This design comes from an exercise in tuning for small area on the open sky130 flow, not from production work. The RTL was checked by simulation tests, not by an equivalence proof against the original design. Power figures rest on the tool's default switching activity, not on a simulated workload.

==> zinc: inputs <==
==> flow/design.v <==
`timescale 1ns / 1ps
module top(
  input clk,
  input clr,
  input start,
  input day,
  input Wait,
  input display_d,
  input display_w,
  output reg [3:0] an,
  output reg [6:0] seg7,
  output reg over_3_day,
  output reg over_10_day,
  output reg over_10_night,
  output reg dp
);
  reg [4:0] count1;
  reg       ph1;
  wire c1_24 = count1[4] & count1[3];           
  wire tick  = c1_24 & ~ph1;                     
  wire pt1   = ph1 & (count1 == 5'd0);           
  wire pt2   = ph1 & (count1 == 5'd1);           
  always @(posedge clk or posedge clr)
    if (clr) begin count1 <= 0; ph1 <= 0; end
    else if (c1_24) begin count1 <= 0; ph1 <= ~ph1; end
    else count1 <= count1 + 1'b1;
  reg [4:0] z;
  always @(posedge clk or posedge clr)
    if (clr) z <= 5'd4;
    else z <= z + 1'b1;
  wire [1:0] cnt = z[4:3];
  reg op_s, op_w;
  always @(posedge clk or posedge clr)
    if (clr) begin op_s <= 0; op_w <= 0; end
    else if (tick) begin op_s <= start; op_w <= Wait; end
  wire op_clr  = ~op_s;
  wire op_dinc = op_s & ~op_w;
  wire op_winc = op_s & op_w;
  reg [3:0] d0, d1, d2, d3;
  always @(posedge clk or posedge clr)
    if (clr) begin d0 <= 0; d1 <= 0; d2 <= 0; d3 <= 0; end
    else if (tick) begin
      if (!start) begin d0 <= 0; d1 <= 0; d2 <= 0; d3 <= 0; end
      else if (!Wait) begin
        if (d0 == 4'd9) begin
          d0 <= 0;
          if (d1 == 4'd9) begin
            d1 <= 0;
            if (d2 == 4'd9) begin d2 <= 0; d3 <= d3 + 1'b1; end
            else d2 <= d2 + 1'b1;
          end
          else d1 <= d1 + 1'b1;
        end
        else d0 <= d0 + 1'b1;
      end
    end
  wire dhi0  = (d3 == 0) & (d2 == 0);
  wire d_le3  = dhi0 & (d1 == 0) & (d0 <= 4'd3);
  wire d_le10 = dhi0 & ((d1 == 0) | ((d1 == 4'd1) & (d0 == 0)));
  wire d_zero = dhi0 & (d1 == 0) & (d0 == 0);
  reg [6:0] wt;
  reg [3:0] w2, w1, w0;
  wire w_max = (wt == 7'd65) & (w2 == 4'd5) & (w1 == 4'd3) & (w0 == 4'd5);
  always @(posedge clk or posedge clr)
    if (clr) begin wt <= 0; w2 <= 0; w1 <= 0; w0 <= 0; end
    else if (pt2) begin
      if (op_clr | (op_winc & w_max)) begin wt <= 0; w2 <= 0; w1 <= 0; w0 <= 0; end
      else if (op_winc) begin
        if (w0 == 4'd9) begin
          w0 <= 0;
          if (w1 == 4'd9) begin
            w1 <= 0;
            if (w2 == 4'd9) begin w2 <= 0; wt <= wt + 1'b1; end
            else w2 <= w2 + 1'b1;
          end
          else w1 <= w1 + 1'b1;
        end
        else w0 <= w0 + 1'b1;
      end
    end
  wire fz = pt2 ? (op_s & (w0[0] ^ op_w)) : w0[0];
  reg [15:0] fd, fn;
  reg [15:0] dd, dn;
  always @(*) begin
    dd = 16'd0; dn = 16'd0;
    if (pt1 & op_dinc) begin
      if (d_zero) begin dd = 16'd1559; dn = 16'd51087; end
      else begin
        dd = d_le3 ? 16'd0 : d_le10 ? 16'd3 : 16'd4;
        dn = d_le10 ? 16'd4 : 16'd5;
      end
    end
    else if (pt1 & op_winc) begin
      dd = w_max ? 16'h8001 : {15'd0, w0[0]};
      dn = dd;
    end
  end
  always @(posedge clk or posedge clr)
    if (clr) begin fd <= 16'd14; fn <= 16'd17; end
    else if (pt1 & op_clr) begin fd <= 16'd14; fn <= 16'd17; end
    else begin fd <= fd + dd; fn <= fn + dn; end
  reg st_d, day_d;
  always @(posedge clk or posedge clr)
    if (clr) begin st_d <= 0; day_d <= 0; end
    else begin st_d <= start; day_d <= day; end
  wire [15:0] fee = st_d ? (day_d ? fd : fn) : 16'd0;
  always @(posedge clk or posedge clr)
    if (clr) begin over_3_day <= 0; over_10_day <= 0; over_10_night <= 0; end
    else if (start) begin
      over_3_day    <= day & ~d_le3 & d_le10;
      over_10_day   <= day & ~d_le10;
      over_10_night <= ~day & ~d_le10;
    end
  reg [15:0] c1;
  reg [3:0] ca, cb, cc;
  reg [3:0] m_one, m_ten, m_hun;
  always @(posedge clk or posedge clr)
    if (clr) begin
      c1 <= 0; ca <= 0; cb <= 0; cc <= 0;
      m_one <= 0; m_ten <= 0; m_hun <= 0;
    end
    else if (c1 < fee) begin
      c1 <= c1 + 1'b1;
      if (ca == 4'd9) begin
        ca <= 0;
        if (cb == 4'd9) begin
          cb <= 0;
          if (cc == 4'd9) cc <= 0;
          else cc <= cc + 1'b1;
        end
        else cb <= cb + 1'b1;
      end
      else ca <= ca + 1'b1;
    end
    else if (c1 == fee) begin
      m_one <= ca; m_ten <= cb; m_hun <= cc;
    end
    else begin
      c1 <= 0; ca <= 0; cb <= 0; cc <= 0;
    end
  reg [3:0] Num;
  always @(*) begin
    case (cnt)
      2'd0: an = 4'b1110;
      2'd1: an = 4'b1101;
      2'd2: an = 4'b1011;
      default: an = 4'b0111;
    endcase
    dp = 1'b1;
    if (display_d & ~display_w)
      case (cnt)
        2'd0: Num = d0;
        2'd1: Num = d1;
        2'd2: Num = d2;
        default: Num = d3;
      endcase
    else if (~display_d & display_w)
      case (cnt)
        2'd0: Num = w0;
        2'd1: Num = w1;
        2'd2: Num = w2;
        default: Num = wt[3:0];
      endcase
    else begin
      case (cnt)
        2'd0: Num = {1'b0, fz, 1'b0, fz};
        2'd1: Num = m_one;
        2'd2: Num = m_ten;
        default: Num = m_hun;
      endcase
      dp = (cnt != 2'd1);
    end
  end
  always @(*)
    case (Num)
      4'd0: seg7 = 7'b0000001;
      4'd1: seg7 = 7'b1001111;
      4'd2: seg7 = 7'b0010010;
      4'd3: seg7 = 7'b0000110;
      4'd4: seg7 = 7'b1001100;
      4'd5: seg7 = 7'b0100100;
      4'd6: seg7 = 7'b0100000;
      4'd7: seg7 = 7'b0001111;
      4'd8: seg7 = 7'b0000000;
      4'd9: seg7 = 7'b0000100;
      default: seg7 = 7'b1111111;
    endcase
endmodule
==> flow/run.sh <==
#!/bin/bash
# synth_recipe.tcl (not shown) runs the flow's synth.tcl, then flattens the netlist and writes it again
# the make line also repeats each setting of config.mk as NAME=value (left out here)
make -C /OpenROAD-flow-scripts/flow DESIGN_CONFIG=/design/flow/config.mk WORK_HOME=/design/flow/orfs CLKGATE_MAP_FILE= SYNTH_SCRIPT=/design/flow/synth_recipe.tcl finish
==> flow/config.mk <==
export PLATFORM = sky130hd
export DESIGN_NAME = top
export DESIGN_NICKNAME = top
export VERILOG_FILES = /design/flow/design.v
export SDC_FILE = /design/flow/constraint.sdc
export NUM_CORES = 4
export LEC_CHECK = 0
export CAP_MARGIN = 20
export CORE_MARGIN = 2
export CORE_UTILIZATION = 40
export SLEW_MARGIN = 20
==> flow/constraint.sdc <==
create_clock -name core_clock -period 10.0 [get_ports {clk}]
set_input_delay 2.0000 -clock core_clock [delete_from_list [all_inputs] [get_ports {clk}]]
set_output_delay 2.0000 -clock core_clock [all_outputs]
set_load 0.01 [all_outputs]
==> sierra (differences from zinc) <==
==> flow/flow/run.sh (new file) <==
#!/bin/bash
# Standard layout (the standard.sh, standard synthesis), with two changes:
# port buffers use the smallest buffer cell, and clock tree synthesis inserts
# no dummy loads. Each tool's full output goes to the ORFS logs; make's own
# output goes to flow_make.log in this folder.
set -euo pipefail
CTS="-sink_clustering_enable -repair_clock_nets -dont_use_dummy_load"
CTS="$CTS -buf_list sky130_fd_sc_hd__clkbuf_4 -sink_clustering_size 40 -sink_clustering_max_diameter 100"
bash standard.sh "CTS_ARGS=$CTS" "BUFFER_PORTS_ARGS=-buffer_cell sky130_fd_sc_hd__buf_1" finish > flow_make.log 2>&1
==> flow/standard.sh (new file) <==
#!/bin/bash
# synth_recipe.tcl (not shown) runs the flow's synth.tcl, then flattens the netlist and writes it again
# the make line also repeats each setting of config.mk as NAME=value (left out here)
make -C /OpenROAD-flow-scripts/flow DESIGN_CONFIG=/design/flow/config.mk WORK_HOME=/design/flow/orfs CLKGATE_MAP_FILE= SYNTH_SCRIPT=/design/flow/synth_recipe.tcl "${@:-finish}"
- CORE_UTILIZATION: 40 -> 65
removed: flow/run.sh
==> fjord (differences from zinc) <==
==> flow/flow/run.sh (new file) <==
#!/bin/bash
# Standard layout (the standard.sh, standard synthesis), with these changes:
# port buffers use the smallest buffer cell, clock tree synthesis inserts no
# dummy loads, and after global routing non-critical gates are downsized
# (ORFS's power recovery). Each tool's full output goes to the ORFS logs;
# make's own output goes to flow_make.log in this folder.
set -euo pipefail
CTS="-sink_clustering_enable -repair_clock_nets -dont_use_dummy_load"
CTS="$CTS -buf_list sky130_fd_sc_hd__clkbuf_4 -sink_clustering_size 40 -sink_clustering_max_diameter 100"
bash standard.sh "CTS_ARGS=$CTS" "BUFFER_PORTS_ARGS=-buffer_cell sky130_fd_sc_hd__buf_1" \
  RECOVER_POWER=100 finish > flow_make.log 2>&1
==> flow/standard.sh (new file) <==
#!/bin/bash
# synth_recipe.tcl (not shown) runs the flow's synth.tcl, then flattens the netlist and writes it again
# the make line also repeats each setting of config.mk as NAME=value (left out here)
make -C /OpenROAD-flow-scripts/flow DESIGN_CONFIG=/design/flow/config.mk WORK_HOME=/design/flow/orfs CLKGATE_MAP_FILE= SYNTH_SCRIPT=/design/flow/synth_recipe.tcl "${@:-finish}"
- CORE_UTILIZATION: 40 -> 65
removed: flow/run.sh
==> summary of the runs <==
- fjord finished with capacitance limit, slew limit left. sierra finished clean. zinc finished with timing, DRC and antenna clean.
- In combinational power, fjord and sierra hardly differ.
- Of zinc and fjord, zinc has the higher cell count (gap about 13%, measured against fjord).
- First-iteration DRC count: fjord is smaller than sierra (about 1.7%).
- Between fjord and sierra, the lower critical path depth is in fjord (gap 8).
- Die area: zinc is larger than fjord (60%).

port drivers added, routing unchanged:
In the flow no input, the clock included, has a driving cell. The finished layouts below were timed again as built, in two steps. Step 1 assumes that a clkbuf_16 drives the clock port and a buf_2 every other input. Step 2 moves the port delays by t, midway between the first and last clock arrival at a register: inputs arrive t later, outputs are due t later. That takes back most of the time a late clock gives input paths. Three values: ideal ports, drivers, drivers and shift; two values: the first two.
run | shift t [ns] | setup slack, ns | hold slack, ns | latest minus earliest clock arrival (ns)
zinc | 0.462 | 3.293 / 3.254 / 3.254 | 0.446 / 0.446 / 0.446 | 0.010 / 0.010
sierra | 0.573 | 3.938 / 3.905 / 3.905 | 0.457 / 0.457 / 0.457 | 0.032 / 0.032
fjord | 0.579 | 3.470 / 3.484 / 2.905 | 0.458 / 0.458 / 0.458 | 0.032 / 0.031
The setup slack of fjord, which loses most, moves by +0.014 ns with the drivers and by -0.565 ns with both steps. Setup slack includes reset recovery checks.
